What follows belongs to an exercise in optimizing a design on an open flow for a short achievable clock period and few clock cycles; a production flow would make more cautious choices.
At most, simulation tests tie the RTL to the original design; equivalence was not proved.
Function not checked in runs 1, 2 and 4 to 6: the RTL went through the layout flow alone.
Power and IR drop assume default switching activity.

$ cat config.mk
export PLATFORM = sky130hd
export DESIGN_NAME = MU0
export DESIGN_NICKNAME = MU0
export VERILOG_FILES = /design/flow/design.v
export SDC_FILE = /design/flow/constraint.sdc
export NUM_CORES = 4
export LEC_CHECK = 0
export CAP_MARGIN = 20
export CORE_MARGIN = 2
export CORE_UTILIZATION = 40
export SETUP_SLACK_MARGIN = 2.5
export SLEW_MARGIN = 20
export SYNTH_HIERARCHICAL = 1
export SYNTH_MINIMUM_KEEP_SIZE = 0
$ cat constraint.sdc
create_clock -name core_clock -period 4.0 [get_ports {Clk}]
set_input_delay 0.8000 -clock core_clock [delete_from_list [all_inputs] [get_ports {Clk}]]
set_output_delay 0.8000 -clock core_clock [all_outputs]
set_load 0.01 [all_outputs]
$ cat design.v
`timescale 1ns/100ps
`default_nettype none
module MU0_inv   (input wire a, output wire y);           assign y = ~a; endmodule
module MU0_nand2 (input wire a, b, output wire y);        assign y = ~(a & b); endmodule
module MU0_nor2  (input wire a, b, output wire y);        assign y = ~(a | b); endmodule
module MU0_aoi21 (input wire a1, a2, b1, output wire y);  assign y = ~((a1 & a2) | b1); endmodule
module MU0_oai21 (input wire a1, a2, b1, output wire y);  assign y = ~((a1 | a2) & b1); endmodule
module MU0_mux2  (input wire a0, a1, s, output wire y);   assign y = s ? a1 : a0; endmodule
`default_nettype wire
`timescale 1ns/100ps
`default_nettype none
module MU0 (
           input  wire         Clk,
           input  wire         Reset,
           input  wire [15:0]  Din,
           output wire         Rd,
           output wire         Wr,
           output wire [11:0]  Addr,
           output wire [15:0]  Dout,
           output wire         Halted
	   );
reg        oper_r, store_r, halt_r;
reg [11:0] addr_r;    
reg [11:0] ret_r;     
reg        nrd_r, wr_r;
reg [15:0] acc;
reg        nz_r;      
reg        lda_r;     
reg [15:0] x_r;       
reg [15:0] k_r;       
wire [2:0]  op = Din[14:12];
wire [11:0] s  = Din[11:0];
wire [11:0] addr_inc = addr_r + 12'd1;
wire        is_lda = (op == 3'd0);
wire        is_sub = (op == 3'd3);
wire        fetch  = ~(oper_r | store_r | halt_r);
wire to_s = ~op[2] | (op == 3'd4) |
            (op == 3'd5 & ~acc[15]) |
            (op == 3'd6 & nz_r);
wire [15:0] gn0, pn0, g1, p1, gn2, pn2, g3, p3, gn4;
genvar i;
generate
  for (i = 0; i < 16; i = i + 1) begin : pfx
    MU0_nand2 l0g (.a(x_r[i]), .b(Din[i]), .y(gn0[i]));
    MU0_nor2  l0p (.a(x_r[i]), .b(Din[i]), .y(pn0[i]));
    if (i >= 1) begin : l1
      MU0_oai21 g (.a1(pn0[i]), .a2(gn0[i-1]), .b1(gn0[i]), .y(g1[i]));
    end else begin : l1
      MU0_inv   g (.a(gn0[i]), .y(g1[i]));
    end
    if (i >= 2) begin : l1p
      MU0_nor2  p (.a(pn0[i]), .b(pn0[i-1]), .y(p1[i]));
    end else begin : l1p
      assign p1[i] = 1'b0;
    end
    if (i >= 2) begin : l2
      MU0_aoi21 g (.a1(p1[i]), .a2(g1[i-2]), .b1(g1[i]), .y(gn2[i]));
    end else begin : l2
      MU0_inv   g (.a(g1[i]), .y(gn2[i]));
    end
    if (i >= 4) begin : l2p
      MU0_nand2 p (.a(p1[i]), .b(p1[i-2]), .y(pn2[i]));
    end else begin : l2p
      assign pn2[i] = 1'b1;
    end
    if (i >= 4) begin : l3
      MU0_oai21 g (.a1(pn2[i]), .a2(gn2[i-4]), .b1(gn2[i]), .y(g3[i]));
    end else begin : l3
      MU0_inv   g (.a(gn2[i]), .y(g3[i]));
    end
    if (i >= 8) begin : l3p
      MU0_nor2  p (.a(pn2[i]), .b(pn2[i-4]), .y(p3[i]));
    end else begin : l3p
      assign p3[i] = 1'b0;
    end
    if (i >= 8) begin : l4
      MU0_aoi21 g (.a1(p3[i]), .a2(g3[i-8]), .b1(g3[i]), .y(gn4[i]));
    end else begin : l4
      MU0_inv   g (.a(g3[i]), .y(gn4[i]));
    end
  end
endgenerate
wire [15:0] h = acc ^ Din;
wire [15:0] nc = ~oper_r ? acc : lda_r ? Din : h;    
wire [15:0] wc = ~oper_r ? acc : lda_r ? Din : ~h;   
wire [15:0] acc_next;
assign acc_next[0] = nc[0];
generate
  for (i = 1; i < 16; i = i + 1) begin : fin
    MU0_mux2 m (.a0(wc[i]), .a1(nc[i]), .s(gn4[i-1]), .y(acc_next[i]));
  end
endgenerate
wire        res_nz = |(Din ^ k_r);
wire [15:0] acc_neg = ~acc + 16'd1;
always @(posedge Clk) begin
  x_r   <= acc ^ {16{is_sub}};
  k_r   <= is_lda ? 16'd0 : is_sub ? acc : acc_neg;
  lda_r <= fetch & is_lda;
  ret_r <= addr_inc;
end
always @(posedge Clk or posedge Reset)
  if (Reset) begin
    oper_r  <= 1'b0;
    store_r <= 1'b0;
    halt_r  <= 1'b0;
    addr_r  <= 12'd0;
    nrd_r   <= 1'b0;
    wr_r    <= 1'b0;
    acc     <= 16'd0;
    nz_r    <= 1'b0;
  end else begin
    acc <= acc_next;
    if (oper_r)
      nz_r <= res_nz;
    if (fetch) begin
      addr_r  <= to_s ? s : addr_inc;
      oper_r  <= ~op[2] & (op != 3'd1);
      store_r <= (op == 3'd1);
      halt_r  <= (op == 3'd7);
      nrd_r   <= (op == 3'd1) | (op == 3'd7);
      wr_r    <= (op == 3'd1);
    end else if (~halt_r) begin
      addr_r  <= ret_r;
      oper_r  <= 1'b0;
      store_r <= 1'b0;
      nrd_r   <= 1'b0;
      wr_r    <= 1'b0;
    end
  end
assign Addr   = addr_r;
assign Rd     = ~nrd_r;
assign Wr     = wr_r;
assign Dout   = acc;
assign Halted = halt_r;
endmodule
`default_nettype wire
$ cat run.sh
#!/bin/bash
# synth_recipe.tcl (not shown) runs the flow's synth.tcl, then flattens the netlist and writes it again
# the make line also repeats each setting of config.mk as NAME=value (left out here)
make -C /OpenROAD-flow-scripts/flow DESIGN_CONFIG=/design/flow/config.mk WORK_HOME=/design/flow/orfs CLKGATE_MAP_FILE= SYNTH_SCRIPT=/design/flow/synth_recipe.tcl finish
==> results of run 1 <==
==> kinds of logic after synthesis <==
logic type	share of synthesized area
buffers and inverters	0.05357
DFF	0.3672
xor gates and xnor gates	0.1017
adders and majority gates	0.005383
and+or+nand+nor	0.1755
AOI/OAI and AO/OA	0.2310
muxes	0.06568
==> final cells by class <==
cell class / count / area share
repair inverters: 2 / 0.002049
clock buffers: 9 / 0.03073
well taps: 143 / 0.02442
inverters: 21 / 0.01263
multi-input cells: 420 / 0.4610
clock inverters: 7 / 0.007000
repair buffers: 152 / 0.2254
flip-flops and latches: 77 / 0.2368
==> worst max path at each step <==
| stage | start | endpoint | slack, ns | depth (start not counted) |
|---|---|---|---|---|
| after floorplan | acc[10]$_DFF_PP0_ | k_r[14]$_SDFF_PN0_ | 2.08 | 6 |
| after global placement | Din[12] | acc[14]$_DFF_PP0_ | 1.19 | 7 |
| after detailed placement | Din[12] | acc[13]$_DFF_PP0_ | 1.15 | 7 |
| after CTS | acc[10]$_DFF_PP0_ | k_r[14]$_SDFF_PN0_ | 2.07 | 6 |
| after global routing | acc[8]$_DFF_PP0_ | k_r[14]$_SDFF_PN0_ | 2.00 | 6 |
| final | acc[10]$_DFF_PP0_ | k_r[14]$_SDFF_PN0_ | 2.06 | 6 |
==> timing repair <==
item | CTS | global route
cloned | 1 | 7
resized for setup | 344 | 102
endpoints found under the setup margin | 96 | 124
buffers inserted | 61 | 32
pin swaps | 30 | 61
==> sequential cells by signal (all words and copies together), names as in the netlist <==
signal and cells:
k_r 16, store_r 1, acc 16, ret_r 12, lda_r 1, nz_r 1
halt_r 1, x_r 15, addr_r 12, nrd_r 1, oper_r 1
==> critical path, stage by stage (launching register included) <==
cell	delay, ns
dfrtp_2	0.40
buf_6	0.12
or4_4	0.53
or4_4	0.44
o21ai_2	0.14
xor2_1	0.16
nor2_1	0.05
==> cells in the mapped netlist, types with 5 or more instances <==
cell type and count:
dfrtp_1 33, a32o_1 16, nand2_1 42, o211ai_1 5, o21ai_0 56, nand2b_1 17
clkbuf_1 32, mux2_4 15, nor3_1 19, nand4_1 7, xor2_1 7, a21oi_1 25
nor2b_1 5, mux2i_1 8, inv_1 21, xnor2_1 47, a211oi_1 5, nor2_1 57
dfxtp_1 44, o21ai_1 27, a31oi_1 5, a21oi_2 20
==> power by group <==
part	total, mW	switching [mW]	internal (mW)
Combinational	3.80	1.88	1.92
Clock	0.769	0.347	0.422
Sequential	1.50	0.297	1.20
==> Yosys stat by module, one instance, submodules excluded <==
module | flops+latches | cell area (sq um) | cells
MU0 | 77 | 3841 | 423
MU0_mux2 | 0 | 15.01 | 1
MU0_aoi21 | 0 | 8.758 | 1
MU0_oai21 | 0 | 5.005 | 1
MU0_inv | 0 | 3.754 | 1
MU0_nand2 | 0 | 3.754 | 1
MU0_nor2 | 0 | 3.754 | 1
==> per-layer routing <==
metal | up-vias | part of all wire | track usage
met3 | 38 | 0.047 | 0.04083
li1 | 2225 | - | -
met4 | 0 | 0.030 | 0.06996
met5 | - | 0 | 0
met2 | 144 | 0.51 | 0.4141
met1 | 2350 | 0.41 | 0.2999
==> flow_metrics.py, run 1 <==
metrics = {
    "floorplanning": {
        "num_io_pins": 49,
        "start_util": 0.4088,
        "core.rowCount": 39,
        "die_h_microns": 111.8,
        "coreArea_sq_um": 11370,
        "die_w_microns": 111.8,
        "die_area_sq_um": 12500,
    },
    "timing": {
        "fin_skew_ns": 0.006969,
        "final.period_utilization": 0.4847,
        "max_freq_mhz": 515.8,
        "slew_headroom": 0.6427,
        "maxSlewViolCount": 0,
        "max_slew.worst_pin.slew_ns": 0.5348,
        "fin_crit_ns": 1.939,
        "setup_tns_ns": 0,
        "whs_ns": 0.5215,
        "rsz0062_at_grt": "true",
        "finalSetupViolCount": 0,
        "hold_violations": 0,
        "fin_ws_ns": 2.061,
    },
    "global_route": {
        "grt_antenna_before_repair": 0,
        "grt_pass1_vias": 4373,
        "grt_pass1_wl_microns": 23360,
        "grt_usage": 0.2369,
        "grt-ovfl-total": 0,
        "grt_max_degree": 63,
    },
    "route": {
        "drt_iter0_drc": 340,
        "dr.pass1.iters": 5,
        "drc": 0,
        "antenna_left": 0,
        "routed-via-count": 4757,
        "drt-total-wl_microns": 16470,
        "wire_per_inst_microns": 19.82,
        "via_per_inst": 5.724,
    },
    "min_path": {
        "hp-start": "ret_r[6]$_DFF_P_",
        "whs_path_depth": 2,
        "worstHoldEndpoint": "addr_r[6]$_DFFE_PP0P_",
        "worst_hold_path_type": "reg -> reg",
    },
    "cts": {
        "cts_root_buf": "clkbuf_16",
        "cts_made_buffers": 9,
        "clk_latency_ns": 0.34,
        "clk_pin_slew_worst_paths_ns": 0.06,
        "ctsHoldBuffers": 0,
        "cts_htree_levels": 3,
        "cts_num_sinks": 77,
        "cts_tree": "yes",
        "cts_buffer_depth": 2,
    },
    "synthesis": {
        "yosysWarnings": 7,
        "synth_edf_count": 0,
        "synth_flop_cell": "dfxtp_1",
        "async_flop_share": 0.4286,
        "syn_avg_cell_area_sq_um": 8.330,
        "synth_top_cell_by_area": "dfxtp_1",
        "synthCells": 558,
        "syn_area_sq_um": 4648,
        "synthesis.nets": 578,
        "ys_ff_latch": 77,
        "synth.area.top_cells": "dfxtp_1 (19%), dfrtp_1 (18%), xnor2_1 (8.9%)",
        "ys_types": 44,
        "yosysSeqAreaShare": 0.3672,
        "yosysTopAreaCellShare": 0.1895,
    },
    "setup_path": {
        "worstSetupEndpointType": "flop",
        "worstReg2RegEnd": "k_r[14]$_SDFF_PN0_",
        "arrival_ns": 2.18,
        "r2r-start": "acc[10]$_DFF_PP0_",
        "required_ns": 4.24,
        "reg2regPathDepth": 6,
        "cp-start-kind": "flop",
        "worst-setup-path-type": "reg -> reg",
        "crit_fanout": 2,
        "ff2ff_setup_slack_ns": 2.06,
    },
    "cells_and_area": {
        "register_area_sq_um": 1735,
        "final_cells": 831,
        "nFillCells": 904,
        "finish.utilization": 0.6445,
        "syn_to_final_growth_pct": 57.66,
        "multi_input_area_sq_um": 3378,
        "nNetsFinal": 703,
        "layout_common_cells": "buf_4 (63), buf_6 (52), o21ai_0 (47)",
        "layout_commonest_cell": "buf_4",
        "design_area_sq_um": 7328,
        "diodes": 0,
        "drive_gt1_frac": 0.4956,
    },
    "placement": {
        "place_hpwl_microns": 8742,
        "post-place-ws_ns": 1.155,
        "place_congestion": 0.9202,
        "dp.cells": 714,
        "place_area_sq_um": 5416,
        "numPortBuffers": 48,
    },
    "status": {
        "outcome": "timing/DRC/antenna clean",
    },
    "power_and_ir_drop": {
        "power.density_nw_per_um2": 827.7,
        "leakage_nw": 3.001,
        "vdd_drop_max_uv": 469.2,
        "power_mw": 6.065,
    },
    "job": {
        "cap_violations": 0,
    },
}
==> run 2, diff against run 1 <==
--- a/design.v
+++ b/design.v
@@ -26,2 +26,3 @@
 reg [15:0] acc;
+reg [15:0] dout_r;    
 reg        nz_r;      
@@ -93,3 +94,28 @@
 wire        res_nz = |(Din ^ k_r);
-wire [15:0] acc_neg = ~acc + 16'd1;
+wire [15:0] on1, o2, on3, o4;
+generate
+  for (i = 0; i < 16; i = i + 1) begin : nor_pfx
+    if (i >= 1) begin : l1
+      MU0_nor2  g (.a(acc[i]), .b(acc[i-1]), .y(on1[i]));
+    end else begin : l1
+      MU0_inv   g (.a(acc[i]), .y(on1[i]));
+    end
+    if (i >= 2) begin : l2
+      MU0_nand2 g (.a(on1[i]), .b(on1[i-2]), .y(o2[i]));
+    end else begin : l2
+      MU0_inv   g (.a(on1[i]), .y(o2[i]));
+    end
+    if (i >= 4) begin : l3
+      MU0_nor2  g (.a(o2[i]), .b(o2[i-4]), .y(on3[i]));
+    end else begin : l3
+      MU0_inv   g (.a(o2[i]), .y(on3[i]));
+    end
+    if (i >= 8) begin : l4
+      MU0_nand2 g (.a(on3[i]), .b(on3[i-8]), .y(o4[i]));
+    end else begin : l4
+      MU0_inv   g (.a(on3[i]), .y(o4[i]));
+    end
+  end
+endgenerate
+wire [15:0] acc_neg = acc ^ {o4[14:0], 1'b0};
 always @(posedge Clk) begin
@@ -109,5 +135,7 @@
     acc     <= 16'd0;
+    dout_r  <= 16'd0;
     nz_r    <= 1'b0;
   end else begin
-    acc <= acc_next;
+    acc    <= acc_next;
+    dout_r <= acc_next;
     if (oper_r)
@@ -132,3 +160,3 @@
 assign Wr     = wr_r;
-assign Dout   = acc;
+assign Dout   = dout_r;
 assign Halted = halt_r;
==> run 2 against run 1 <==
  * Sequential share of layout area decreased by 0.11 points
  * Register-to-register slack improved by 0.33 ns
  * Via count is essentially flat
  * Die area increased by 3.8%
  * Setup slack better by 0.12 ns
  * Clock-buffer cell count grew 3
  * Non-clock buffer count shrank 16
  * Sequential power is essentially flat
  * Still clean
  * Synthesized cell count up 6.8%
==> flow_metrics.py, run 2 <==
metrics = {
    "status": {
        "outcome": "timing/DRC/antenna clean",
    },
    "timing": {
        "fin_crit_ns": 1.816,
        "finalSetupViolCount": 0,
        "max_slew.worst_pin.slew_ns": 0.5299,
        "fin_skew_ns": 0.007481,
        "rsz0062_at_grt": "true",
        "final.period_utilization": 0.4540,
        "max_freq_mhz": 550.6,
        "hold_violations": 0,
        "maxSlewViolCount": 0,
        "setup_tns_ns": 0,
        "slew_headroom": 0.6460,
    },
    "setup_path": {
        "cp-start-kind": "primary input",
        "worst-setup-path-type": "in -> reg",
        "crit_fanout": 4,
        "worstSetupEndpointType": "flop",
        "arrival_ns": 2.04,
        "required_ns": 4.22,
    },
    "placement": {
        "dp.cells": 769,
        "place_hpwl_microns": 9608,
        "place_congestion": 0.9643,
        "numPortBuffers": 48,
    },
    "route": {
        "via_per_inst": 5.465,
        "drt-total-wl_microns": 15890,
        "routed-via-count": 4760,
        "drt_iter0_drc": 282,
        "drc": 0,
        "antenna_left": 0,
        "dr.pass1.iters": 6,
        "wire_per_inst_microns": 18.24,
    },
    "synthesis": {
        "synth-xor-area-share": 0.09946,
        "ys_types": 45,
        "syn_area_sq_um": 4831,
        "synthAdderAreaFrac": 0.002590,
        "async_flop_share": 0.4286,
        "yosysSeqAreaShare": 0.3533,
        "synth_compound_area_frac": 0.2160,
        "synth_flop_cell": "dfxtp_1",
        "synthesis.nets": 615,
        "synthTopCellsByCount": "nor2_1 (81), nand2_1 (74), dfxtp_1 (44)",
        "ys_ff_latch": 77,
        "syn_avg_cell_area_sq_um": 8.106,
        "synth.most_common_cell": "nor2_1",
        "synthSimpleGateAreaFrac": 0.2108,
        "muxShareOfSynthArea": 0.06320,
        "synth_edf_count": 0,
        "synthCells": 596,
        "yosysWarnings": 7,
        "synth.area.top_cells": "dfxtp_1 (18%), dfrtp_1 (17%), xnor2_1 (6.3%)",
        "synth_top_cell_by_area": "dfxtp_1",
        "yosysTopAreaCellShare": 0.1823,
        "synth_top_family_by_area": "compound AO/OA/AOI/OAI gates",
    },
    "cts": {
        "cts_htree_levels": 3,
        "cts_tree": "yes",
        "clk_pin_slew_worst_paths_ns": 0.06,
        "cts_root_buf": "clkbuf_16",
        "clk_latency_ns": 0.34,
        "cts_made_buffers": 9,
        "cts_num_sinks": 77,
        "cts_buffer_depth": 2,
    },
    "cells_and_area": {
        "drive_gt1_frac": 0.4807,
        "layout_commonest_cell": "buf_4",
        "layout_common_cells": "buf_4 (60), buf_6 (47), dfxtp_1 (44)",
        "multi_input_area_sq_um": 3547,
        "reg.largest.list": "acc x16, k_r x16, x_r x15",
        "nNetsFinal": 738,
        "syn_to_final_growth_pct": 52.65,
        "register_area_sq_um": 1738,
        "diodes": 0,
        "nFillCells": 976,
        "final_cells": 871,
    },
    "floorplanning": {
        "num_io_pins": 49,
        "coreArea_sq_um": 11910,
        "core.rowCount": 40,
        "die_area_sq_um": 12970,
        "start_util": 0.4056,
        "die_h_microns": 113.9,
        "die_w_microns": 113.9,
    },
    "global_route": {
        "grt_usage": 0.2352,
        "grt_pass1_vias": 4525,
        "grt_antenna_before_repair": 0,
        "grt_max_degree": 63,
        "grt-ovfl-total": 0,
        "grt_pass1_wl_microns": 23560,
    },
    "power_and_ir_drop": {
        "leakage_nw": 3.074,
        "power.density_nw_per_um2": 839.7,
        "vdd_drop_max_uv": 341.3,
    },
    "job": {
        "cap_violations": 0,
    },
    "min_path": {
        "worst_hold_path_type": "reg -> reg",
    },
}
-- run 2: changes by cell type after synthesis, sizes merged, moves of 7 or more --
cell,delta
xnor2,-12
clkbuf,-18
o21ai,-7
nand2,+32
nor2,+24
inv,+14
xor2,+12
a21oi,-8
-- run 2: power by group --
part	total (mW)	switching, mW	internal (mW)
clock network	0.843	0.328	0.516
logic	3.86	1.97	1.88
registers	1.49	0.291	1.20
total	6.19	2.59	3.60
-- run 2: metrics by stage --
step / power (mW) / setup slack [ns] / hold WS (ns) / cell area, sq um / util
2_1_floorplan: 3.488 / 2.213 / 0.4632 / 5047 / -
3_3_place_gp: 4.229 / 1.123 / 0.4872 / 5594 / 0.4696
3_5_place_dp: 4.303 / 1.068 / 0.4862 / 5594 / 0.4696
4_1_cts: 5.750 / 2.218 / 0.5268 / 6758 / 0.5673
5_1_grt: 6.552 / 2.179 / 0.5483 / 7375 / 0.6191
6_report: 6.193 / 2.184 / 0.5253 / 7375 / 0.6191
-- run 2: area by class of cell --
cell class	count	area share
Multi-Input combinational cell	458	0.4810
Sequential cell	77	0.2357
Timing Repair Buffer	136	0.1963
Clock buffer	12	0.03478
Tap cell	147	0.02494
Inverter	35	0.01883
Clock inverter	4	0.006447
Timing Repair inverter	2	0.002036
-- run 2: timing repair --
item / in CTS / in global routing
endpoints found under the setup margin: 96 / 109
hold buffers: 0 / 0
setup buffers: 55 / 23
resized for setup: 364 / 94
cloned: 4 / 4
pin swaps: 38 / 61
-- run 2: logic make-up (layout without fill, tap and decap cells) --
kind of cell,after synthesis,after routing
xor gates and xnor gates,54,54
AOI/OAI and AO/OA,158,158
muxes,23,23
DFF,77,77
buffers and inverters,62,189
adders and majority gates,1,1
and+or+nand+nor,221,222
-- run 2: path summary, 6_finish.rpt --
path,start,end,slack (ns),cells after the start
min reg2reg,nz_r$_DFFE_PP0P_,nz_r$_DFFE_PP0P_,0.53,2
max reg2reg,x_r[5]$_DFF_P_,acc[12]$_DFF_PP0_,2.39,6
min in group asynchronous,Reset,addr_r[8]$_DFFE_PP0P_,0.97,2
max,Din[4],acc[15]$_DFF_PP0_,2.18,7
min,nz_r$_DFFE_PP0P_,nz_r$_DFFE_PP0P_,0.53,2
max in group asynchronous,Reset,acc[7]$_DFF_PP0_,2.64,2
-- run 2: layer usage --
metal / vias to the layer above / wire, microns / track usage / share of wire
li1: 2297 / - / - / -
met1: 2311 / 6547 / 0.2844 / 0.41
met2: 128 / 8323 / 0.4200 / 0.52
met3: 24 / 640 / 0.03401 / 0.040
met4: 0 / 380 / 0.09512 / 0.024
met5: - / 0 / 0 / 0
-- run 2: Yosys stat by module, one instance, submodules excluded --
module	cells	copies in the design	area [sq um]
MU0_mux2	1	15	15.01
MU0_nand2	1	46	3.754
MU0_aoi21	1	20	8.758
MU0	401	1	3799
MU0_inv	1	30	3.754
MU0_nor2	1	59	3.754
MU0_oai21	1	25	5.005
-- run 2: critical path, cell delays in order --
cell and delay, ns:
buf_12 0.11, nor2_4 0.17, o21ai_4 0.09, a21oi_2 0.21, o21ai_2 0.13, a21oi_2 0.21
mux2_4 0.32
==> run 3, diff against run 2 <==
--- a/design.v
+++ b/design.v
@@ -7,2 +7,3 @@
 module MU0_oai21 (input wire a1, a2, b1, output wire y);  assign y = ~((a1 | a2) & b1); endmodule
+module MU0_xnor2 (input wire a, b, output wire y);        assign y = ~(a ^ b); endmodule
 module MU0_mux2  (input wire a0, a1, s, output wire y);   assign y = s ? a1 : a0; endmodule
@@ -24,3 +25,3 @@
 reg [11:0] ret_r;     
-reg        nrd_r, wr_r;
+reg        rd_r, wr_r;
 reg [15:0] acc;
@@ -84,9 +85,8 @@
 wire [15:0] h = acc ^ Din;
-wire [15:0] nc = ~oper_r ? acc : lda_r ? Din : h;    
-wire [15:0] wc = ~oper_r ? acc : lda_r ? Din : ~h;   
+wire [15:0] a = ~oper_r ? acc : lda_r ? Din : h;
 wire [15:0] acc_next;
-assign acc_next[0] = nc[0];
+assign acc_next[0] = a[0];
 generate
   for (i = 1; i < 16; i = i + 1) begin : fin
-    MU0_mux2 m (.a0(wc[i]), .a1(nc[i]), .s(gn4[i-1]), .y(acc_next[i]));
+    MU0_xnor2 x (.a(a[i]), .b(gn4[i-1]), .y(acc_next[i]));
   end
@@ -121,6 +121,19 @@
 always @(posedge Clk) begin
-  x_r   <= acc ^ {16{is_sub}};
-  k_r   <= is_lda ? 16'd0 : is_sub ? acc : acc_neg;
-  lda_r <= fetch & is_lda;
-  ret_r <= addr_inc;
+  k_r    <= is_lda ? 16'd0 : is_sub ? acc : acc_neg;
+  lda_r  <= fetch & is_lda;
+  ret_r  <= addr_inc;
+  dout_r <= acc;
+end
+always @(posedge Clk) begin
+  x_r <= (~Reset & fetch & ~op[2] & op[1]) ? acc ^ {16{is_sub}} : 16'd0;
+  if (Reset) begin
+    addr_r <= 12'd0;
+    rd_r   <= 1'b1;
+  end else if (fetch) begin
+    addr_r <= to_s ? s : addr_inc;
+    rd_r   <= ~((op == 3'd1) | (op == 3'd7));
+  end else if (~halt_r) begin
+    addr_r <= ret_r;
+    rd_r   <= 1'b1;
+  end
 end
@@ -131,11 +144,7 @@
     halt_r  <= 1'b0;
-    addr_r  <= 12'd0;
-    nrd_r   <= 1'b0;
     wr_r    <= 1'b0;
     acc     <= 16'd0;
-    dout_r  <= 16'd0;
     nz_r    <= 1'b0;
   end else begin
-    acc    <= acc_next;
-    dout_r <= acc_next;
+    acc <= acc_next;
     if (oper_r)
@@ -143,3 +152,2 @@
     if (fetch) begin
-      addr_r  <= to_s ? s : addr_inc;
       oper_r  <= ~op[2] & (op != 3'd1);
@@ -147,9 +155,6 @@
       halt_r  <= (op == 3'd7);
-      nrd_r   <= (op == 3'd1) | (op == 3'd7);
       wr_r    <= (op == 3'd1);
     end else if (~halt_r) begin
-      addr_r  <= ret_r;
       oper_r  <= 1'b0;
       store_r <= 1'b0;
-      nrd_r   <= 1'b0;
       wr_r    <= 1'b0;
@@ -158,3 +163,3 @@
 assign Addr   = addr_r;
-assign Rd     = ~nrd_r;
+assign Rd     = rd_r;
 assign Wr     = wr_r;
==> run 3 against run 2 <==
  * Register-to-register slack lost 0.05 ns
  * Critical path type is now reg -> out
  * Power decreased by 39%
  * Largest power group is now registers
  * Largest cell class unchanged
  * Core utilization shrank 0.66 points
==> flow_metrics.py, run 3 <==
metrics = {
    "cells_and_area": {
        "final_cells": 816,
        "drive_gt1_frac": 0.4205,
        "syn_to_final_growth_pct": 48.24,
        "nNetsFinal": 687,
        "layout_commonest_cell": "nor2_1",
        "reg.largest.list": "acc x16, dout_r x16, k_r x16",
        "design_area_sq_um": 7024,
        "nFillCells": 974,
        "diodes": 0,
        "layout_common_cells": "nor2_1 (64), dfxtp_1 (53), nand2_1 (43)",
    },
    "timing": {
        "finalSetupViolCount": 0,
        "fin_crit_ns": 1.684,
        "fin_skew_ns": 0.004228,
        "slew_headroom": 0.5958,
        "rsz0062_at_grt": "true",
        "setup_tns_ns": 0,
        "hold_violations": 0,
        "maxSlewViolCount": 0,
        "max_freq_mhz": 593.9,
        "final.period_utilization": 0.4210,
        "max_slew.worst_pin.slew_ns": 0.6043,
    },
    "status": {
        "outcome": "timing/DRC/antenna clean",
    },
    "floorplanning": {
        "coreArea_sq_um": 11470,
        "num_io_pins": 49,
        "die_h_microns": 112.8,
        "die_area_sq_um": 12730,
        "core.rowCount": 39,
        "die_w_microns": 112.8,
        "start_util": 0.4132,
    },
    "synthesis": {
        "synth.area.top_cells": "dfxtp_1 (31%), dfrtp_1 (11%), nor2_1 (7.8%)",
        "synth_top_cell_by_area": "dfxtp_1",
        "yosysWarnings": 7,
        "synthAdderAreaFrac": 0.002641,
        "synth_top_family_by_area": "simple AND/OR/NAND/NOR gates",
        "synth_edf_count": 0,
        "synthTopCellsByCount": "nor2_1 (98), dfxtp_1 (73), nand2_1 (67)",
        "async_flop_share": 0.2151,
        "synthesis.nets": 591,
        "yosysTopAreaCellShare": 0.3084,
        "muxShareOfSynthArea": 0.004489,
        "synth.most_common_cell": "nor2_1",
        "synth-xor-area-share": 0.1331,
        "yosysSeqAreaShare": 0.4140,
        "synthSimpleGateAreaFrac": 0.2176,
        "syn_area_sq_um": 4738,
        "synth_flop_cell": "dfxtp_1",
        "syn_avg_cell_area_sq_um": 8.284,
        "ys_types": 48,
        "synthCells": 572,
        "synth_compound_area_frac": 0.1722,
        "ys_ff_latch": 93,
    },
    "power_and_ir_drop": {
        "combinationalPowerShare": 0.356,
        "switching_share": 0.3676,
        "vdd_drop_max_uv": 414.8,
        "netSwitchingPower_mw": 1.392,
        "power_mw": 3.787,
        "internal-power_mw": 2.395,
        "power.density_nw_per_um2": 539.1,
        "pwr-share-clk": 0.235,
        "pwr-share-seq": 0.409,
        "leakage_nw": 2.858,
    },
    "route": {
        "antenna_left": 0,
        "drc": 0,
        "dr.pass1.iters": 5,
        "wire_per_inst_microns": 18.60,
        "via_per_inst": 5.376,
        "drt_iter0_drc": 275,
        "routed-via-count": 4387,
        "drt-total-wl_microns": 15180,
    },
    "setup_path": {
        "worstReg2RegEnd": "addr_r[9]$_SDFFE_PP0P_",
        "arrival_ns": 0.88,
        "reg2regPathDepth": 6,
        "crit_family": "flip-flops",
        "ff2ff_setup_slack_ns": 2.34,
        "max_stage_delay_ns": 0.39,
        "crit_slowest_cell": "dfrtp_1",
        "worstSetupEndpointType": "output pin",
        "worst-setup-path-type": "reg -> out",
        "r2r-start": "halt_r$_DFFE_PP0P_",
        "required_ns": 3.20,
        "path_buf_inv": 1,
        "cp-startpoint": "halt_r$_DFFE_PP0P_",
        "cp-start-kind": "flop",
        "crit_fanout": 2,
        "path_cells": "buf_2",
    },
    "global_route": {
        "grt_pass1_wl_microns": 22670,
        "grt_antenna_before_repair": 0,
        "grt_usage": 0.2309,
        "grt-ovfl-total": 0,
        "grt_max_degree": 33,
        "grt_pass1_vias": 4184,
    },
    "min_path": {
        "whs_path_depth": 0,
        "hp-start": "acc[2]$_DFF_PP0_",
        "worstHoldEndpoint": "dout_r[2]$_DFF_P_",
        "worst_hold_path_type": "reg -> reg",
    },
    "job": {
        "cap_violations": 0,
    },
    "placement": {
        "place_area_sq_um": 5577,
        "place_hpwl_microns": 9407,
        "dp.cells": 745,
        "numPortBuffers": 48,
        "place_congestion": 0.8420,
    },
    "cts": {
        "cts_made_buffers": 9,
        "clk_latency_ns": 0.35,
        "cts_num_sinks": 93,
        "cts_root_buf": "clkbuf_16",
        "cts_htree_levels": 3,
        "cts_tree": "yes",
        "clk_pin_slew_worst_paths_ns": 0.07,
        "cts_buffer_depth": 2,
    },
}
run 3: changes by cell type in the layout (fill, tap and decap cells not counted), sizes merged, moves of 7 or more:
cell	change
a21oi	-12
buf	-32
dfrtp	-13
dfxtp	+29
inv	+11
mux2	-14
mux2i	-7
nand2	-7
nand2b	+8
nor2	+18
nor3	-11
o21ai	-32
xor2	+15
run 3: cell type report:
class                   instances  area [sq um]  share of cell area
flip-flops and latches         93          2012              0.2864
repair buffers                107          1171              0.1667
well taps                     143         178.9             0.02547
clock buffers                   9         225.2             0.03206
clock inverters                 7         83.83             0.01193
multi-input cells             414          3188              0.4539
inverters                      43         165.2             0.02351
run 3: cells by family (layout without fill, tap and decap cells):
group	count (synthesis)	in the layout
AOI/OAI and AO/OA	109	109
xor gates and xnor gates	72	72
adders and majority gates	1	1
buffers and inverters	65	166
DFF	93	93
muxes	2	2
and+or+nand+nor	230	230
run 3: stage by stage:
stage	utilization	hold slack, ns	worst slack, ns
after floorplan	-	0.4554	2.128
after detailed placement	0.4863	0.5240	1.028
after global routing	0.6125	0.5256	2.269
after global placement	0.4863	0.4995	1.160
after CTS	0.5581	0.5451	2.316
final	0.6125	0.5124	2.316
run 3: worst max path at each step:
stage	endpoint	slack, ns	depth (start not counted)
6_report	Halted	2.32	1
5_1_grt	Halted	2.27	1
4_1_cts	Halted	2.32	1
3_5_place_dp	x_r[3]$_SDFF_PN0_	1.03	3
3_3_place_gp	x_r[9]$_SDFF_PN0_	1.16	3
2_1_floorplan	x_r[10]$_SDFF_PN0_	2.13	5
run 3: timing repair:
item                                    CTS  global route
hold buffers                              0             0
endpoints found under the setup margin  117            90
pin swaps                                40            49
gates cloned                              2             5
buffers inserted                         35            13
resized for setup                       311           104
run 3: power groups by stage:
stage,sequential (mW),combinational [mW],clock (mW)
3_5_place_dp,1.55,1.17,0
2_1_floorplan,1.47,0.792,0
6_report,1.55,1.35,0.888
4_1_cts,1.53,1.22,0.902
3_3_place_gp,1.55,1.16,0
5_1_grt,1.58,1.48,0.941
run 3: routing by layer:
metal,global-route usage,up-vias,wire length (microns)
li1,-,2094,-
met1,0.2935,2119,6201
met2,0.4060,144,7744
met3,0.03696,30,857
met4,0.06504,0,377
met5,0,-,0
run 3: modules after synthesis, one instance, submodules excluded, excerpt:
module / flops+latches / times used / area, sq um
MU0_inv: 0 / 30 / 3.754
MU0_aoi21: 0 / 20 / 8.758
MU0_xnor2: 0 / 15 / 8.758
MU0_nor2: 0 / 59 / 3.754
MU0: 93 / 1 / 3800
MU0_oai21: 0 / 25 / 5.005
Testbench counts of run 3, summed over its fixed seeds: cycles 83,782.
==> run 4, diff against run 3 <==
--- a/design.v
+++ b/design.v
@@ -22,3 +22,4 @@
 	   );
-reg        oper_r, store_r, halt_r;
+reg        fetch_r, oper_r, stop_r;
+reg        halt_r;
 reg [11:0] addr_r;    
@@ -37,3 +38,3 @@
 wire        is_sub = (op == 3'd3);
-wire        fetch  = ~(oper_r | store_r | halt_r);
+wire        fetch  = fetch_r;
 wire to_s = ~op[2] | (op == 3'd4) |
@@ -134,3 +135,3 @@
     rd_r   <= ~((op == 3'd1) | (op == 3'd7));
-  end else if (~halt_r) begin
+  end else if (~stop_r) begin
     addr_r <= ret_r;
@@ -139,6 +140,14 @@
 end
+always @(posedge Clk)
+  if (Reset) begin
+    fetch_r <= 1'b1;
+    oper_r  <= 1'b0;
+    stop_r  <= 1'b0;
+  end else begin
+    fetch_r <= fetch_r ? (op[2] & (op != 3'd7)) : ~stop_r;
+    oper_r  <= fetch_r & ~op[2] & (op != 3'd1);
+    stop_r  <= stop_r | (fetch_r & (op == 3'd7));
+  end
 always @(posedge Clk or posedge Reset)
   if (Reset) begin
-    oper_r  <= 1'b0;
-    store_r <= 1'b0;
     halt_r  <= 1'b0;
@@ -151,12 +160,4 @@
       nz_r <= res_nz;
-    if (fetch) begin
-      oper_r  <= ~op[2] & (op != 3'd1);
-      store_r <= (op == 3'd1);
-      halt_r  <= (op == 3'd7);
-      wr_r    <= (op == 3'd1);
-    end else if (~halt_r) begin
-      oper_r  <= 1'b0;
-      store_r <= 1'b0;
-      wr_r    <= 1'b0;
-    end
+    wr_r   <= fetch & (op == 3'd1);
+    halt_r <= halt_r | (fetch & (op == 3'd7));
   end
==> run 4 against run 3 <==
  * Highest routed layer unchanged
  * Final area is 3.3% higher
  * Cell count grew 2.0%
  * Sequential cell count is 2 higher
  * Clock skew up 0.0039 ns
  * First-iteration DRC count increased by 8.0%
  * Clock-buffer cell count grew 2
  * Clock power is 23% higher
  * Core utilization up 1.8 points
  * Combinational power increased by 3%
==> flow_metrics.py, run 4 <==
metrics = {
    "cts": {
        "clk_pin_slew_worst_paths_ns": 0.07,
        "cts_made_buffers": 9,
        "cts_htree_levels": 3,
        "cts_buffer_depth": 2,
        "ctsHoldBuffers": 0,
        "clk_latency_ns": 0.36,
        "cts_tree": "yes",
        "cts_num_sinks": 95,
        "cts_root_buf": "clkbuf_16",
    },
    "timing": {
        "max_slew.worst_pin.slew_ns": 0.5118,
        "rsz0062_at_grt": "true",
        "hold_violations": 0,
        "fin_skew_ns": 0.008161,
        "slew_headroom": 0.6588,
        "maxSlewViolCount": 0,
        "finalSetupViolCount": 0,
        "fin_crit_ns": 1.668,
        "max_freq_mhz": 599.5,
        "final.period_utilization": 0.4170,
        "setup_tns_ns": 0,
    },
    "setup_path": {
        "path_cells": "buf_2",
        "crit_slowest_cell": "dfrtp_1",
        "max_stage_delay_ns": 0.37,
        "r2r-start": "addr_r[3]$_SDFFE_PP0P_",
        "required_ns": 3.20,
        "cp-start-kind": "flop",
        "worstReg2RegEnd": "addr_r[7]$_SDFFE_PP0P_",
        "crit_family": "flip-flops",
        "path_buf_inv": 1,
        "worst-setup-path-type": "reg -> out",
        "crit_fanout": 2,
        "reg2regPathDepth": 6,
        "arrival_ns": 0.87,
        "worstSetupEndpointType": "output pin",
        "ff2ff_setup_slack_ns": 2.40,
    },
    "floorplanning": {
        "die_h_microns": 113.2,
        "core.rowCount": 39,
        "die_w_microns": 113.2,
        "die_area_sq_um": 12810,
        "num_io_pins": 49,
        "coreArea_sq_um": 11520,
        "start_util": 0.4141,
    },
    "global_route": {
        "grt_pass1_wl_microns": 22480,
        "grt_pass1_vias": 4231,
        "grt_max_degree": 35,
        "grt_antenna_before_repair": 0,
        "grt_usage": 0.2283,
        "grt-ovfl-total": 0,
    },
    "synthesis": {
        "synth.most_common_cell": "nor2_1",
        "synth_flop_cell": "dfxtp_1",
        "yosysTopAreaCellShare": 0.3191,
        "yosysWarnings": 7,
        "synthCells": 578,
        "synthTopCellsByCount": "nor2_1 (94), nand2_1 (82), dfxtp_1 (76)",
        "yosysSeqAreaShare": 0.4188,
        "ys_ff_latch": 95,
        "synthesis.nets": 597,
        "syn_avg_cell_area_sq_um": 8.250,
        "async_flop_share": 0.2000,
        "synth.area.top_cells": "dfxtp_1 (32%), dfrtp_1 (10%), nor2_1 (7.4%)",
        "synth_top_cell_by_area": "dfxtp_1",
        "ys_types": 44,
        "syn_area_sq_um": 4768,
        "synth_edf_count": 0,
    },
    "cells_and_area": {
        "diodes": 0,
        "layout_common_cells": "nor2_1 (64), dfxtp_1 (56), buf_4 (50)",
        "syn_to_final_growth_pct": 52.22,
        "nFillCells": 953,
        "drive_gt1_frac": 0.4485,
        "finish.utilization": 0.6303,
        "layout_commonest_cell": "nor2_1",
        "reg.largest.list": "acc x16, dout_r x16, k_r x16",
        "nNetsFinal": 703,
    },
    "power_and_ir_drop": {
        "vdd_drop_max_uv": 330.3,
        "power.density_nw_per_um2": 559.6,
        "leakage_nw": 2.979,
    },
    "route": {
        "via_per_inst": 5.341,
        "drt-total-wl_microns": 14950,
        "dr.pass1.iters": 16,
        "wire_per_inst_microns": 17.97,
        "antenna_left": 0,
        "drc": 0,
        "routed-via-count": 4444,
        "drt_iter0_drc": 297,
    },
    "status": {
        "outcome": "timing/DRC/antenna clean",
    },
    "min_path": {
        "worst_hold_path_type": "in -> async",
    },
    "placement": {
        "place_congestion": 0.9327,
        "place_hpwl_microns": 9667,
        "numPortBuffers": 48,
    },
    "job": {
        "cap_violations": 0,
    },
}
run 4: cell types whose count changed in the layout (fill, tap and decap cells not counted), moves of 6 or more:
| cell | previous run | this run |
|---|---|---|
| nand2b_1 | 23 | 17 |
| nor2_2 | 16 | 10 |
| buf_4 | 37 | 50 |
| xnor2_1 | 33 | 25 |
| nand2_4 | 17 | 9 |
| nor3_1 | 11 | 3 |
| a211oi_2 | 6 | 0 |
| nand2_2 | 7 | 26 |
run 4: through the flow:
stage	area, sq um	cells	setup WS [ns]	total power [mW]	hold slack, ns
6_report	7258	832	2.332	4.062	0.4375
2_1_floorplan	5102	578	2.110	2.258	0.4250
3_3_place_gp	5633	752	1.281	2.669	0.4342
5_1_grt	7258	832	2.310	4.272	0.4395
4_1_cts	6539	806	2.319	3.820	0.4237
3_5_place_dp	5633	752	1.257	2.691	0.4425
run 4: how the worst max path moves through the flow:
stage                startpoint                 endpoint  slack (ns)  cells past startpoint
6_report       halt_r$_DFF_PP0_                   Halted        2.33                      1
5_1_grt        halt_r$_DFF_PP0_                   Halted        2.31                      1
4_1_cts        halt_r$_DFF_PP0_                   Halted        2.32                      1
3_5_place_dp            Din[13]  addr_r[10]$_SDFFE_PP0P_        1.26                      5
3_3_place_gp            Din[13]  addr_r[10]$_SDFFE_PP0P_        1.28                      5
2_1_floorplan           Din[13]  addr_r[10]$_SDFFE_PP0P_        2.11                      5
run 4: modules after synthesis (local to each module, per instance):
module	times used	cell area, sq um	flip-flops and latches	cells
MU0	1	3830	95	383
MU0_aoi21	20	8.758	0	1
MU0_xnor2	15	8.758	0	1
MU0_oai21	25	5.005	0	1
MU0_inv	30	3.754	0	1
MU0_nand2	46	3.754	0	1
MU0_nor2	59	3.754	0	1
run 4: final cells by class:
class | instances | area (sq um) | share of cell area
multi-input cells | 424 | 3328 | 0.4585
flip-flops and latches | 95 | 2059 | 0.2837
repair buffers | 115 | 1147 | 0.1581
clock buffers | 11 | 252.7 | 0.03482
well taps | 143 | 178.9 | 0.02465
inverters | 38 | 155.1 | 0.02138
clock inverters | 5 | 127.6 | 0.01758
repair inverters | 1 | 8.758 | 0.001207
run 4: cells by family (layout without fill, tap and decap cells):
group / after synthesis / in the layout / synth area share
AND/OR/NAND/NOR: 238 / 239 / 0.2249
AO/OA/AOI/OAI: 106 / 106 / 0.1577
flip-flops: 95 / 95 / 0.4188
XOR/XNOR: 69 / 69 / 0.1267
buffers and inverters: 60 / 170 / 0.04959
multiplexers: 9 / 9 / 0.01968
adder cells (fa/ha/maj): 1 / 1 / 0.002624
run 4: what timing repair did:
action | CTS | global route
gates resized for setup | 325 | 106
cloned | 3 | 3
pin swaps | 49 | 53
endpoints found under the setup margin | 98 | 75
buffers inserted | 35 | 23
run 4: per-layer routing:
metal | global-route usage | part of all wire | vias up
met4 | 0.1000 | 0.025 | 0
met3 | 0.03321 | 0.045 | 25
met5 | 0 | 0 | -
li1 | - | - | 2144
met2 | 0.3788 | 0.51 | 121
met1 | 0.2964 | 0.42 | 2154
run 4: power breakdown:
part           switching, mW  internal, mW  total, mW  leakage [nW]
registers              0.326          1.26       1.59         0.854
clock network          0.381         0.708       1.09         0.182
logic                  0.642         0.743       1.39          1.94
==> run 5, diff against run 4 <==
--- a/config.mk
+++ b/config.mk
@@ -9,3 +9,4 @@
 export CORE_MARGIN = 2
-export CORE_UTILIZATION = 40
+export CORE_UTILIZATION = 65
+export PLACE_DENSITY = 0.75
 export SETUP_SLACK_MARGIN = 2.5
==> run 5 against run 4 <==
  * The run now fails in 5_1_grt
  * Synthesized cell count is the same
  * Synthesized area unchanged
==> flow_metrics.py, run 5 <==
metrics = {
    "status": {
        "outcome": "aborted with a tool error",
        "stop_stage": "5_1_grt",
        "error": "[ERROR GRT-0232] Routing congestion too high. Check the congestion heatmap in the GUI.",
    },
    "floorplanning": {
        "start_util": 0.6645,
        "die_w_microns": 89.65,
        "core.rowCount": 31,
        "num_io_pins": 49,
        "die_h_microns": 89.65,
    },
    "placement": {
        "post-place-ws_ns": 1.070,
        "place_congestion": 0.9578,
        "place_hpwl_microns": 9172,
        "numPortBuffers": 48,
        "dp.cells": 705,
        "place_area_sq_um": 5555,
    },
    "timing": {
        "worst_endpoint": "Halted",
        "worst-ep-kind": "top-level output",
    },
    "synthesis": {
        "syn_area_sq_um": 4768,
        "syn_avg_cell_area_sq_um": 8.250,
        "synth.most_common_cell": "nor2_1",
        "synth_edf_count": 0,
        "ys_ff_latch": 95,
        "synthCells": 578,
        "synthTopCellsByCount": "nor2_1 (94), nand2_1 (82), dfxtp_1 (76)",
        "yosysSeqAreaShare": 0.4188,
        "synthesis.nets": 597,
        "synth_flop_cell": "dfxtp_1",
        "ys_types": 44,
        "yosysTopAreaCellShare": 0.3191,
        "synth_top_cell_by_area": "dfxtp_1",
        "synth.area.top_cells": "dfxtp_1 (32%), dfrtp_1 (10%), nor2_1 (7.4%)",
        "yosysWarnings": 7,
        "async_flop_share": 0.2000,
    },
    "cts": {
        "cts_htree_levels": 3,
        "cts_num_sinks": 95,
        "cts_buffer_depth": 2,
        "cts_root_buf": "clkbuf_8",
        "cts_made_buffers": 9,
        "ctsHoldBuffers": 0,
    },
    "global_route": {
        "grt_usage": 0.8861,
        "grt-ovfl-total": 373,
        "grt_max_degree": 35,
    },
}
## run 5: cell counts after synthesis
Identical to the previous run, type by type.
## run 5: per-module statistics from Yosys (local to each module, per instance)
| module | cells | times used | area (sq um) |
|---|---|---|---|
| MU0_aoi21 | 1 | 20 | 8.758 |
| MU0_oai21 | 1 | 25 | 5.005 |
| MU0 | 383 | 1 | 3830 |
| MU0_nand2 | 1 | 46 | 3.754 |
| MU0_nor2 | 1 | 59 | 3.754 |
| MU0_xnor2 | 1 | 15 | 8.758 |
| MU0_inv | 1 | 30 | 3.754 |
## run 5: cells by family after synthesis
| family | after synthesis | synth area share |
|---|---|---|
| AOI/OAI and AO/OA | 106 | 0.1577 |
| xor gates and xnor gates | 69 | 0.1267 |
| adders and majority gates | 1 | 0.002624 |
| buffers and inverters | 60 | 0.04959 |
| DFF | 95 | 0.4188 |
| muxes | 9 | 0.01968 |
| and+or+nand+nor | 238 | 0.2249 |
## run 5: power groups by stage
stage               Clock, mW  Combinational [mW]  Sequential [mW]
floorplan                   0               0.737             1.52
global placement            0                1.07             1.58
detailed placement          0                1.10             1.59
CTS                     0.723                1.13             1.58
## run 5: what timing repair did
action / in CTS
gates resized for setup: 291
buffers inserted: 26
pin swaps: 22
endpoints found under the setup margin: 98
## run 5: how the worst max path moves through the flow
stage	start	end	slack [ns]	cells past startpoint
2_1_floorplan	Din[13]	addr_r[10]$_SDFFE_PP0P_	2.11	5
3_3_place_gp	Din[14]	addr_r[10]$_SDFFE_PP0P_	1.13	5
3_5_place_dp	Din[14]	addr_r[10]$_SDFFE_PP0P_	1.07	5
4_1_cts	halt_r$_DFF_PP0_	Halted	2.32	1
## run 5: layer usage
metal	overflow	track usage
met3	3	0.6417
met5	0	0.1169
met4	108	1.027
met2	261	1.133
met1	1	0.8353
==> run 6, diff against run 5 <==
--- a/config.mk
+++ b/config.mk
@@ -9,4 +9,5 @@
 export CORE_MARGIN = 2
-export CORE_UTILIZATION = 65
-export PLACE_DENSITY = 0.75
+export CORE_UTILIZATION = 40
+export CTS_CLUSTER_DIAMETER = 150
+export CTS_CLUSTER_SIZE = 40
 export SETUP_SLACK_MARGIN = 2.5
==> run 6 against run 5 <==
  * Now clean on timing, DRC and antenna
  * Synthesized cell count stayed put
  * Synthesized area did not move
==> flow_metrics.py, run 6 <==
metrics = {
    "synthesis": {
        "synthAdderAreaFrac": 0.002624,
        "synth_compound_area_frac": 0.1577,
        "muxShareOfSynthArea": 0.01968,
        "async_flop_share": 0.2000,
        "synth_flop_cell": "dfxtp_1",
        "synth_top_cell_by_area": "dfxtp_1",
        "syn_avg_cell_area_sq_um": 8.250,
        "synthSimpleGateAreaFrac": 0.2249,
        "syn_area_sq_um": 4768,
        "synthTopCellsByCount": "nor2_1 (94), nand2_1 (82), dfxtp_1 (76)",
        "yosysWarnings": 7,
        "synth-xor-area-share": 0.1267,
        "synth_top_family_by_area": "simple AND/OR/NAND/NOR gates",
        "yosysTopAreaCellShare": 0.3191,
        "synth.area.top_cells": "dfxtp_1 (32%), dfrtp_1 (10%), nor2_1 (7.4%)",
        "synthesis.nets": 597,
        "ys_ff_latch": 95,
        "yosysSeqAreaShare": 0.4188,
        "synthCells": 578,
        "synth_edf_count": 0,
        "ys_types": 44,
        "synth.most_common_cell": "nor2_1",
    },
    "route": {
        "dr.pass1.iters": 16,
        "drc": 0,
        "antenna_left": 0,
        "via_per_inst": 5.341,
        "wire_per_inst_microns": 17.97,
        "drt-total-wl_microns": 14950,
        "routed-via-count": 4444,
        "drt_iter0_drc": 297,
    },
    "setup_path": {
        "cp-start-kind": "flop",
        "crit_family": "flip-flops",
        "r2r-start": "addr_r[3]$_SDFFE_PP0P_",
        "crit_fanout": 2,
        "arrival_ns": 0.87,
        "path_cells": "buf_2",
        "worst-setup-path-type": "reg -> out",
        "required_ns": 3.20,
        "max_stage_delay_ns": 0.37,
        "cp-startpoint": "halt_r$_DFF_PP0_",
        "crit_slowest_cell": "dfrtp_1",
        "path_buf_inv": 1,
        "worstSetupEndpointType": "output pin",
    },
    "cells_and_area": {
        "layout_commonest_cell": "nor2_1",
        "finish.utilization": 0.6303,
        "syn_to_final_growth_pct": 52.22,
        "reg.largest.list": "acc x16, dout_r x16, k_r x16",
        "nNetsFinal": 703,
        "layout_common_cells": "nor2_1 (64), dfxtp_1 (56), buf_4 (50)",
        "diodes": 0,
        "drive_gt1_frac": 0.4485,
        "nFillCells": 953,
    },
    "cts": {
        "cts_root_buf": "clkbuf_16",
        "cts_tree": "yes",
        "ctsHoldBuffers": 0,
        "cts_htree_levels": 3,
        "cts_buffer_depth": 2,
        "clk_pin_slew_worst_paths_ns": 0.07,
        "cts_num_sinks": 95,
        "clk_latency_ns": 0.36,
        "cts_made_buffers": 9,
    },
    "timing": {
        "maxSlewViolCount": 0,
        "max_freq_mhz": 599.5,
        "fin_skew_ns": 0.008161,
        "hold_violations": 0,
        "fin_crit_ns": 1.668,
        "fin_ws_ns": 2.332,
        "final.period_utilization": 0.4170,
        "rsz0062_at_grt": "true",
        "finalSetupViolCount": 0,
        "max_slew.worst_pin.slew_ns": 0.5118,
        "setup_tns_ns": 0,
        "slew_headroom": 0.6588,
    },
    "floorplanning": {
        "die_w_microns": 113.2,
        "die_area_sq_um": 12810,
        "core.rowCount": 39,
        "start_util": 0.4141,
        "die_h_microns": 113.2,
        "num_io_pins": 49,
        "coreArea_sq_um": 11520,
    },
    "placement": {
        "post-place-ws_ns": 1.257,
        "numPortBuffers": 48,
        "place_congestion": 0.9327,
        "place_hpwl_microns": 9667,
    },
    "global_route": {
        "grt_pass1_wl_microns": 22480,
        "grt-ovfl-total": 0,
        "grt_antenna_before_repair": 0,
        "grt_pass1_vias": 4231,
        "grt_usage": 0.2283,
        "grt_max_degree": 35,
    },
    "min_path": {
        "worst_hold_path_type": "in -> async",
    },
    "power_and_ir_drop": {
        "power.density_nw_per_um2": 559.6,
        "vdd_drop_max_uv": 330.3,
        "leakage_nw": 2.979,
    },
    "status": {
        "outcome": "timing/DRC/antenna clean",
    },
    "job": {
        "cap_violations": 0,
    },
}
-- run 6: what timing repair did --
action	in CTS	in global routing
endpoints found under the setup margin	98	75
resized for setup	325	106
cloned	3	3
pin swaps	49	53
setup buffers	35	23
-- run 6: metrics by stage --
step | hold slack, ns | total power, mW | instances | instance area, sq um
after floorplan | 0.4250 | 2.258 | 578 | 5102
after global placement | 0.4342 | 2.669 | 752 | 5633
after detailed placement | 0.4425 | 2.691 | 752 | 5633
after CTS | 0.4237 | 3.820 | 806 | 6539
after global routing | 0.4395 | 4.272 | 832 | 7258
final | 0.4375 | 4.062 | 832 | 7258
-- run 6: kinds of logic (layout without fill, tap and decap cells) --
group,Yosys count,count (layout)
AO/OA/AOI/OAI,106,106
AND/OR/NAND/NOR,238,239
flip-flops,95,95
multiplexers,9,9
XOR/XNOR,69,69
adder cells (fa/ha/maj),1,1
buffers and inverters,60,170
-- run 6: final cells by class --
| cell class | instances | area [sq um] | share of cell area |
|---|---|---|---|
| well taps | 143 | 178.9 | 0.02465 |
| repair inverters | 1 | 8.758 | 0.001207 |
| clock inverters | 5 | 127.6 | 0.01758 |
| flip-flops and latches | 95 | 2059 | 0.2837 |
| clock buffers | 11 | 252.7 | 0.03482 |
| multi-input cells | 424 | 3328 | 0.4585 |
| inverters | 38 | 155.1 | 0.02138 |
| repair buffers | 115 | 1147 | 0.1581 |
-- run 6: path summary, 6_finish.rpt --
check | end | slack [ns] | cells after the start
min in group core_clock | halt_r$_DFF_PP0_ | 0.47 | 1
hold / removal | acc[14]$_DFF_PP0_ | 0.44 | 2
hold reg to reg | halt_r$_DFF_PP0_ | 0.47 | 1
setup reg to reg | addr_r[7]$_SDFFE_PP0P_ | 2.40 | 6
setup / recovery | Halted | 2.33 | 1
max in group asynchronous | acc[6]$_DFF_PP0_ | 3.37 | 2
-- run 6: per-layer routing --
layer  wire (microns)  track usage
met5                0            0
met3              674      0.03321
met4              381       0.1000
met2             7607       0.3788
met1             6287       0.2964
-- run 6: Yosys stat by module, one instance, submodules excluded --
module / area, sq um / flops+latches / copies in the design / cells inside
MU0: 3830 / 95 / 1 / 383
MU0_aoi21: 8.758 / 0 / 20 / 1
MU0_inv: 3.754 / 0 / 30 / 1
MU0_nand2: 3.754 / 0 / 46 / 1
MU0_nor2: 3.754 / 0 / 59 / 1
MU0_oai21: 5.005 / 0 / 25 / 1
MU0_xnor2: 8.758 / 0 / 15 / 1
-- run 6: power by group --
| group | internal, mW | switching (mW) | total [mW] |
|---|---|---|---|
| Sequential | 1.26 | 0.326 | 1.59 |
| Combinational | 0.743 | 0.642 | 1.39 |
| Clock | 0.708 | 0.381 | 1.09 |
==> run 7, diff against run 6 <==
--- a/design.v
+++ b/design.v
@@ -25,2 +25,3 @@
 reg [11:0] addr_r;    
+reg [11:0] pc_r;      
 reg [11:0] ret_r;     
@@ -35,3 +36,3 @@
 wire [11:0] s  = Din[11:0];
-wire [11:0] addr_inc = addr_r + 12'd1;
+wire [11:0] addr_inc = pc_r + 12'd1;
 wire        is_lda = (op == 3'd0);
@@ -39,5 +40,8 @@
 wire        fetch  = fetch_r;
-wire to_s = ~op[2] | (op == 3'd4) |
+wire to_s;
+wire [11:0] addr_next;
+assign to_s = ~op[2] | (op == 3'd4) |
             (op == 3'd5 & ~acc[15]) |
             (op == 3'd6 & nz_r);
+assign addr_next = fetch ? (to_s ? s : addr_inc) : ret_r;
 wire [15:0] gn0, pn0, g1, p1, gn2, pn2, g3, p3, gn4;
@@ -132,8 +136,11 @@
     rd_r   <= 1'b1;
-  end else if (fetch) begin
-    addr_r <= to_s ? s : addr_inc;
-    rd_r   <= ~((op == 3'd1) | (op == 3'd7));
-  end else if (~stop_r) begin
-    addr_r <= ret_r;
-    rd_r   <= 1'b1;
+    halt_r <= 1'b0;
+  end else begin
+    if (~stop_r)
+      addr_r <= addr_next;
+    if (fetch)
+      rd_r <= ~((op == 3'd1) | (op == 3'd7));
+    else if (~stop_r)
+      rd_r <= 1'b1;
+    halt_r <= halt_r | (fetch & (op == 3'd7));
   end
@@ -144,3 +151,2 @@
     oper_r  <= 1'b0;
-    stop_r  <= 1'b0;
   end else begin
@@ -148,3 +154,2 @@
     oper_r  <= fetch_r & ~op[2] & (op != 3'd1);
-    stop_r  <= stop_r | (fetch_r & (op == 3'd7));
   end
@@ -152,3 +157,4 @@
   if (Reset) begin
-    halt_r  <= 1'b0;
+    stop_r  <= 1'b0;
+    pc_r    <= 12'd0;
     wr_r    <= 1'b0;
@@ -161,3 +167,5 @@
     wr_r   <= fetch & (op == 3'd1);
-    halt_r <= halt_r | (fetch & (op == 3'd7));
+    stop_r <= stop_r | (fetch & (op == 3'd7));
+    if (~stop_r)
+      pc_r <= addr_next;
   end
--- a/config.mk
+++ b/config.mk
@@ -10,5 +10,3 @@
 export CORE_UTILIZATION = 40
-export CTS_CLUSTER_DIAMETER = 150
-export CTS_CLUSTER_SIZE = 40
-export SETUP_SLACK_MARGIN = 2.5
+export SETUP_SLACK_MARGIN = 3.0
 export SLEW_MARGIN = 20
@@ -16 +14,2 @@
 export SYNTH_MINIMUM_KEEP_SIZE = 0
+export TNS_END_PERCENT = 100
==> run 7 against run 6 <==
  * Routed wire length increased by 28%
  * Combinational power is essentially flat
  * Fmax is 0.80% higher
  * Critical path type unchanged
  * Highest routed layer unchanged
==> flow_metrics.py, run 7 <==
metrics = {
    "cts": {
        "cts_buffer_depth": 2,
        "clk_pin_slew_worst_paths_ns": 0.07,
        "cts_tree": "yes",
        "cts_num_sinks": 107,
        "cts_made_buffers": 9,
        "cts_root_buf": "clkbuf_16",
        "cts_htree_levels": 3,
        "clk_latency_ns": 0.36,
    },
    "setup_path": {
        "arrival_ns": 0.85,
        "max_stage_delay_ns": 0.36,
        "crit_slowest_cell": "dfrtp_1",
        "worstSetupEndpointType": "output pin",
        "crit_family": "flip-flops",
        "path_cells": "buf_2",
        "r2r-start": "acc[15]$_DFF_PP0_",
        "worst-setup-path-type": "reg -> out",
        "cp-start-kind": "flop",
        "path_buf_inv": 1,
        "crit_fanout": 1,
        "required_ns": 3.20,
        "cp-startpoint": "wr_r$_DFF_PP0_",
    },
    "placement": {
        "post-place-ws_ns": 0.9870,
        "place_congestion": 0.8892,
        "numPortBuffers": 48,
        "place_hpwl_microns": 10850,
    },
    "route": {
        "drt_iter0_drc": 366,
        "antenna_left": 0,
        "drt-total-wl_microns": 19120,
        "wire_per_inst_microns": 20.02,
        "drc": 0,
        "dr.pass1.iters": 5,
        "via_per_inst": 5.466,
        "routed-via-count": 5220,
    },
    "power_and_ir_drop": {
        "netSwitchingPower_mw": 1.370,
        "pwr-share-clk": 0.230,
        "combinationalPowerShare": 0.345,
        "pwr-share-seq": 0.425,
        "internal-power_mw": 2.593,
        "switching_share": 0.3457,
        "power.density_nw_per_um2": 457.0,
        "vdd_drop_max_uv": 346.4,
        "leakage_nw": 3.495,
    },
    "global_route": {
        "grt_pass1_vias": 5089,
        "grt-ovfl-total": 0,
        "grt_pass1_wl_microns": 28810,
        "grt_max_degree": 33,
        "grt_antenna_before_repair": 0,
        "grt_usage": 0.2680,
    },
    "floorplanning": {
        "die_w_microns": 119.7,
        "die_area_sq_um": 14340,
        "die_h_microns": 119.7,
        "start_util": 0.4078,
        "coreArea_sq_um": 13140,
        "num_io_pins": 49,
        "core.rowCount": 42,
    },
    "synthesis": {
        "syn_avg_cell_area_sq_um": 8.332,
        "synth_flop_cell": "dfxtp_1",
        "syn_area_sq_um": 5358,
        "ys_types": 62,
        "synthTopCellsByCount": "nor2_1 (105), nand2_1 (86), dfxtp_1 (76)",
        "synth_top_cell_by_area": "dfxtp_1",
        "yosysSeqAreaShare": 0.4288,
        "yosysTopAreaCellShare": 0.2840,
        "synthCells": 643,
        "synth_edf_count": 0,
        "async_flop_share": 0.2897,
        "synthesis.nets": 662,
        "ys_ff_latch": 107,
        "synth.most_common_cell": "nor2_1",
        "synth.area.top_cells": "dfxtp_1 (28%), dfrtp_1 (14%), nor2_1 (7.4%)",
        "yosysWarnings": 7,
    },
    "cells_and_area": {
        "nNetsFinal": 794,
        "drive_gt1_frac": 0.5302,
        "diodes": 0,
        "layout_commonest_cell": "nor2_1",
        "syn_to_final_growth_pct": 61.89,
        "reg.largest.list": "acc x16, dout_r x16, k_r x16",
        "layout_common_cells": "nor2_1 (68), buf_6 (62), nand2_1 (53)",
        "nFillCells": 1014,
    },
    "timing": {
        "slew_headroom": 0.6920,
        "whs_ns": 0.4691,
        "final.period_utilization": 0.4137,
        "rsz0062_at_grt": "true",
        "finalSetupViolCount": 0,
        "max_slew.worst_pin.slew_ns": 0.4578,
        "maxSlewViolCount": 0,
        "hold_violations": 0,
        "max_freq_mhz": 604.3,
        "setup_tns_ns": 0,
        "fin_crit_ns": 1.655,
        "fin_skew_ns": 0.01052,
        "fin_ws_ns": 2.345,
    },
    "status": {
        "outcome": "timing/DRC/antenna clean",
    },
    "job": {
        "cap_violations": 0,
    },
    "min_path": {
        "worst_hold_path_type": "in -> async",
    },
}
==> run 7: changes by cell type in the layout (fill, tap and decap cells not counted), sizes merged, moves of 4 or more <==
cell | before | now
a21oi | 22 | 27
buf | 112 | 141
dfrtp | 19 | 31
mux2i | 6 | 1
nor2 | 94 | 105
nor3 | 7 | 16
o21a | 1 | 6
o21ai | 45 | 53
o31ai | 0 | 9
o32ai | 6 | 2
==> run 7: worst paths after layout <==
| path | slack, ns | end | depth (start not counted) |
|---|---|---|---|
| worst max-delay path | 2.35 | Wr | 1 |
| worst min-delay path | 0.47 | pc_r[11]$_DFFE_PP0N_ | 2 |
| worst max register to register | 2.45 | pc_r[1]$_DFFE_PP0N_ | 5 |
| worst min register to register | 0.47 | halt_r$_SDFF_PP0_ | 2 |
| max in group asynchronous | 3.26 | pc_r[2]$_DFFE_PP0N_ | 2 |
| min in group core_clock | 0.47 | halt_r$_SDFF_PP0_ | 2 |
==> run 7: cell families after synthesis <==
logic type | count (synthesis) | share of synthesized area
AO/OA/AOI/OAI | 134 | 0.1770
XOR/XNOR | 67 | 0.1095
adder cells (fa/ha/maj) | 1 | 0.002335
buffers and inverters | 62 | 0.04741
flip-flops | 107 | 0.4288
multiplexers | 2 | 0.003970
AND/OR/NAND/NOR | 270 | 0.2310
==> run 7: stage by stage <==
stage          utilization  instance area [sq um]  total power, mW  std cells
2_1_floorplan            -                   5874            2.285        643
5_1_grt             0.6602                   8673            4.160        955
4_1_cts             0.6156                   8088            3.793        932
3_3_place_gp        0.4867                   6394            2.663        849
6_report            0.6602                   8673            3.963        955
3_5_place_dp        0.4867                   6394            2.686        849
==> run 7: cell type report <==
| cell class | instances | area [sq um] | share of cell area |
|---|---|---|---|
| inverter | 39 | 191.4 | 0.02207 |
| clock buffer | 11 | 242.7 | 0.02799 |
| timing repair inverter | 2 | 17.52 | 0.002020 |
| clock inverter | 4 | 52.55 | 0.006059 |
| multi-input combinational | 474 | 3900 | 0.4497 |
| timing repair buffer | 142 | 1675 | 0.1932 |
| sequential | 107 | 2374 | 0.2737 |
| tap | 176 | 220.2 | 0.02539 |
==> run 7: power groups by stage <==
| stage | Combinational (mW) | Sequential, mW | Clock [mW] |
|---|---|---|---|
| 2_1_floorplan | 0.683 | 1.60 | 0 |
| 3_3_place_gp | 0.994 | 1.67 | 0 |
| 3_5_place_dp | 1.01 | 1.67 | 0 |
| 4_1_cts | 1.19 | 1.68 | 0.922 |
| 5_1_grt | 1.47 | 1.72 | 0.971 |
| 6_report | 1.37 | 1.69 | 0.911 |
==> run 7: layer usage <==
| layer | track usage | vias up | share of wire |
|---|---|---|---|
| li1 | - | 2432 | - |
| met5 | 0 | - | 0 |
| met2 | 0.4464 | 152 | 0.48 |
| met1 | 0.3404 | 2593 | 0.43 |
| met4 | 0.1029 | 0 | 0.039 |
| met3 | 0.05751 | 43 | 0.049 |
==> run 7: Yosys stat by module, one instance, submodules excluded <==
module | times used | area [sq um] | cells | flip-flops and latches
MU0_nand2 | 46 | 3.754 | 1 | 0
MU0_aoi21 | 20 | 8.758 | 1 | 0
MU0_xnor2 | 15 | 8.758 | 1 | 0
MU0_nor2 | 59 | 3.754 | 1 | 0
MU0_inv | 30 | 3.754 | 1 | 0
MU0_oai21 | 25 | 5.005 | 1 | 0
MU0 | 1 | 4419 | 448 | 107
==> run 7: what timing repair did <==
action / CTS / global route
endpoints found under the setup margin: 149 / 119
hold buffers: 0 / 0
gates resized for setup: 425 / 89
buffers inserted: 61 / 23
gates cloned: 7 / 0
pin swaps: 88 / 52
Testbench counts of run 7, summed over its fixed seeds: cycles 83,782.

-- port drivers added, routing unchanged --
In the flow no input, the clock included, has a driving cell. The finished layouts below were timed again as built, in two steps. Step 1 (the two cells are an assumption about what drives the block):
set clk [get_ports {Clk}]
set_driving_cell -lib_cell sky130_fd_sc_hd__clkbuf_16 $clk
set_driving_cell -lib_cell sky130_fd_sc_hd__buf_2 [delete_from_list [all_inputs] $clk]
Step 2 adds t to the input delays and takes it off the output delays; t is the mean of the earliest and latest rising clock arrival at the registers after step 1. Input paths then give back, and output paths get back, about the clock's delay inside the block. Three values: ideal, step 1, step 2; two values: the first two.
run	shift t [ns]	setup slack, ns	worst data-port slew with drivers (ns)
run 1	0.383	2.061 / 2.046 / 1.864	0.13
run 2	0.379	2.184 / 2.166 / 1.787	0.08
run 3	0.380	2.316 / 2.280 / 2.018	0.13
run 4	0.391	2.332 / 2.294 / 1.973	0.07
run 6	0.391	2.332 / 2.294 / 1.973	0.07
run 7	0.398	2.345 / 2.306 / 1.980	0.09
After both steps setup and hold are still met in every run listed. For run 2, which loses most, drivers alone change the setup slack by -0.018 ns; drivers and shift together by -0.397 ns.
